This is an optimization exercise on Yosys and OpenROAD, whose aim is small area, not a production implementation.
The RTL was checked by simulation tests, not by an equivalence proof against the original design.
Power and IR drop assume default switching activity.

Setup of wip/ember:
// i2c_master
module i2c_master #(
 parameter [15:0]  p_DIV = 16'd500
) (
 input                           i_rst_n
,input                           i_local_clk
,input                           i_start
,input         [8:0]             i_req_num
,input         [7:0]             i_device_addr
,input         [7:0]             i_reg_addr
,input         [7:0]             i_wr_data
,output                          o_wr_done
,output        [7:0]             o_rd_data
,output                          o_rd_valid
,output                          o_busy
,output        [7:0]             o_reg_addr
,output        [7:0]             o_ack_erro
,output                          o_erro_valid
,output                          o_scl
,input                           i_sda
,output                          o_sda
);
Size in the first run: about 230 cells after synthesis, roughly 35 flip-flops, about 67 I/O pins, roughly 2200 um2 of cells after synthesis.
export LEC_CHECK = 0
export CAP_MARGIN = 20
export CORE_MARGIN = 2
export CORE_UTILIZATION = 40
export PLACE_DENSITY = 0.6
export SLEW_MARGIN = 20
create_clock -name core_clock -period 5.0 [get_ports {i_local_clk}]
standard.sh (not shown) runs the stock make flow with config.mk's settings and CLKGATE_MAP_FILE= SYNTH_SCRIPT=/design/flow/synth_recipe.tcl, a recipe that flattens the netlist after the stock synthesis.
==> flow/flow/run.sh <==
#!/bin/bash
# Standard layout, with the port buffers made from the smallest buffer cell
# and a clock tree of fewer, larger buffers.
set -euo pipefail
export BUFFER_PORTS_ARGS="-buffer_cell sky130_fd_sc_hd__buf_1"
export CTS_ARGS="-sink_clustering_enable -repair_clock_nets -sink_clustering_size 50 -sink_clustering_max_diameter 400 -buf_list sky130_fd_sc_hd__clkbuf_16"
bash standard.sh > standard.log 2>&1
The flow did not stop early for wip/ember: all stages ran, and the layout cleared the timing, DRC and antenna checks.
The inputs of wip/sierra differ from those of wip/ember as listed below.
==> flow/flow/run.sh <==
#!/bin/bash
# Standard layout with three changes to how it is made:
#  - synthesis maps the logic with an area-oriented ABC script
#    (flow/abc_area.script) in place of ORFS's speed script; everything else
#    in the standard flow's synthesis script (synth_recipe.tcl) is kept as it is;
#  - the port buffers are made from the smallest buffer cell;
#  - non-critical gates are downsized after global routing.
set -euo pipefail
here=$(pwd)
{
  echo "proc abc {args} {"
  echo "  set i [lsearch \$args -script]"
  echo "  lset args [expr {\$i + 1}] $here/flow/abc_area.script"
  echo "  yosys abc {*}\$args"
  echo "}"
  cat synth_recipe.tcl
} > synth_area.tcl
export BUFFER_PORTS_ARGS="-buffer_cell sky130_fd_sc_hd__buf_1"
export RECOVER_POWER=100
bash standard.sh SYNTH_SCRIPT=$here/synth_area.tcl finish > standard.log 2>&1
==> flow/flow/abc_area.script (new file) <==
&get -n
&st
&dch -f
&nf -R 1000 -p
&put
topo
dnsize -c
Notes after the runs:
- Changes observed in wip/sierra relative to wip/ember: met1 track demand over resource in global routing picked up an extra 0.90 points, fraction of cell area in non-clock buffers picked up an extra 0.48 points, number of multi-input combinational cells lost 8, post-synthesis xor/xnor area fraction lost 1.8 points.
- Hold slack: wip/sierra vs wip/ember, no meaningful difference
- Compared with wip/ember, wip/sierra shows a higher register share of the cell area.
- Going from wip/ember to wip/sierra, wire length on met2 now smaller, shortest clock period the worst path allows after layout rose by 81 ps.
The inputs of wip/violet differ from those of wip/sierra as listed below.
- CTS_CLUSTER_DIAMETER newly set to 200
- CTS_BUF_LIST newly set to sky130_fd_sc_hd__clkbuf_8 sky130_fd_sc_hd__clkbuf_16
- CTS_CLUSTER_SIZE newly set to 40
==> flow/flow/run.sh <==
#!/bin/bash
# Standard layout, with the port buffers made from the smallest buffer cell.
set -euo pipefail
export BUFFER_PORTS_ARGS="-buffer_cell sky130_fd_sc_hd__buf_1"
bash standard.sh > standard.log 2>&1
removed: flow/flow/abc_area.script
Findings:
- The higher post-detailed-route via-to-cell ratio of wip/sierra and wip/violet is in wip/sierra.
- wip/sierra fits on a die that is smaller than the die of wip/violet.
- Global-route usage, wip/sierra and wip/violet: higher on wip/violet
- On internal power consumption, wip/violet does better than wip/sierra.
- Area fraction in and, or, nand and nor cells after synthesis is lower on wip/sierra
- Relative to wip/sierra, fraction of the core area covered by cells at the end of the flow decreased by 1.1 points in wip/violet.
- wip/sierra reports its startpoint of the most critical setup path as i_reg_addr[2] while wip/violet reports i_reg_addr[1].
Input changes introduced in wip/juniper (baseline for comparison: wip/violet):
- CTS_BUF_LIST no longer set, was sky130_fd_sc_hd__clkbuf_8 sky130_fd_sc_hd__clkbuf_16
- CTS_CLUSTER_DIAMETER no longer set, was 200
- CTS_CLUSTER_SIZE no longer set, was 40
==> flow/run.sh (new file) <==
#!/bin/bash
# synth_recipe.tcl (not shown) runs the flow's synth.tcl, then flattens the netlist and writes it again
# the make line also repeats each setting of config.mk as NAME=value (left out here)
make -C /OpenROAD-flow-scripts/flow DESIGN_CONFIG=/design/flow/config.mk WORK_HOME=/design/flow/orfs CLKGATE_MAP_FILE= SYNTH_SCRIPT=/design/flow/synth_recipe.tcl finish
removed: flow/flow/run.sh
removed: flow/standard.sh
==> notes.md <==
- Leading cell type in the layout, fill and taps excluded: buf_1 -> wip/violet, clkdlybuf4s50_1 -> wip/juniper
- Summary of the comparison: clock group power is higher in wip/juniper, relative to wip/violet.
- On wip/juniper: clock period minus worst slack is 710 ps higher than what wip/violet gave.
- Internal power of the cells ended up about 23% higher on wip/juniper than on wip/violet.
- wip/juniper vs wip/violet: post-route standard cell area excluding fillers up by more than 10%
- From wip/violet to wip/juniper the numbers moved as follows: number of clock buffers in the layout grew by 1, maximum resistive drop on vdd grew by 9.9 uV, signed area change from the synthesized netlist to the final layout grew by 19 points.
- Measured against wip/juniper, the first-pass GRT wire length of wip/violet comes out at 0.930 times the reference value.
- Going from wip/violet to wip/juniper, fmax shrank by more than 10%.
- Comparing wip/violet and wip/juniper, the higher final clock period utilization by the worst path is on wip/juniper.
- Worst setup slack is higher on wip/violet
### wip/juniper -> wip/cedar
==> flow/flow/run.sh (new file) <==
#!/bin/bash
# Standard layout, with the port buffers made from the smallest buffer cell
# and non-critical gates downsized after global routing.
set -euo pipefail
export BUFFER_PORTS_ARGS="-buffer_cell sky130_fd_sc_hd__buf_1"
export RECOVER_POWER=100
bash standard.sh > standard.log 2>&1
==> flow/standard.sh (new file) <==
#!/bin/bash
# synth_recipe.tcl (not shown) runs the flow's synth.tcl, then flattens the netlist and writes it again
# the make line also repeats each setting of config.mk as NAME=value (left out here)
make -C /OpenROAD-flow-scripts/flow DESIGN_CONFIG=/design/flow/config.mk WORK_HOME=/design/flow/orfs CLKGATE_MAP_FILE= SYNTH_SCRIPT=/design/flow/synth_recipe.tcl "${@:-finish}"
removed: flow/run.sh
Taking wip/juniper as the reference, in wip/cedar static power due to leakage now smaller; post-layout instance area now smaller; final critical delay including setup and external delays now smaller; placed standard-cell area now smaller; sequential share of layout area now larger. Higher clock buffer instance count of the final layout was reported by wip/cedar, not wip/juniper. ~same met2 demand-to-capacity share in global routing in wip/cedar and wip/juniper. Global router's overall resource usage was lower in the run labelled wip/cedar. Summed instance area of the synthesized netlist: wip/cedar vs wip/juniper identical.

## port drivers added, routing unchanged
How much do the figures lean on ideal ports? The routed layouts below were timed once more, with nothing changed but the port constraints. Step 1 (the two cells are an assumption about what drives the block):
set clk [get_ports {i_local_clk}]
set_driving_cell -lib_cell sky130_fd_sc_hd__clkbuf_16 $clk
set_driving_cell -lib_cell sky130_fd_sc_hd__buf_2 [delete_from_list [all_inputs] $clk]
Step 2 also shifts input and output timing later by t, the mid clock arrival at the registers, as if the neighbouring blocks saw the same clock. a / b / c = ideal ports / drivers / drivers and shift; a / b = the first two.
run | shift t [ns] | slack for setup (ns) | cell pins on the clock port's net
wip/ember | 0.311 | 1.342 / 1.323 / 1.323 | 1
wip/sierra | 0.315 | 1.261 / 1.241 / 1.241 | 1
wip/violet | 0.310 | 1.345 / 1.325 / 1.325 | 1
wip/juniper | 0.308 | 0.635 / 0.613 / 0.613 | 1
wip/cedar | 0.312 | 1.344 / 1.324 / 1.324 | 1
After both steps every run listed still meets setup and hold. For wip/juniper, which loses most, drivers alone change the setup slack by -0.022 ns; drivers and shift together by -0.022 ns.
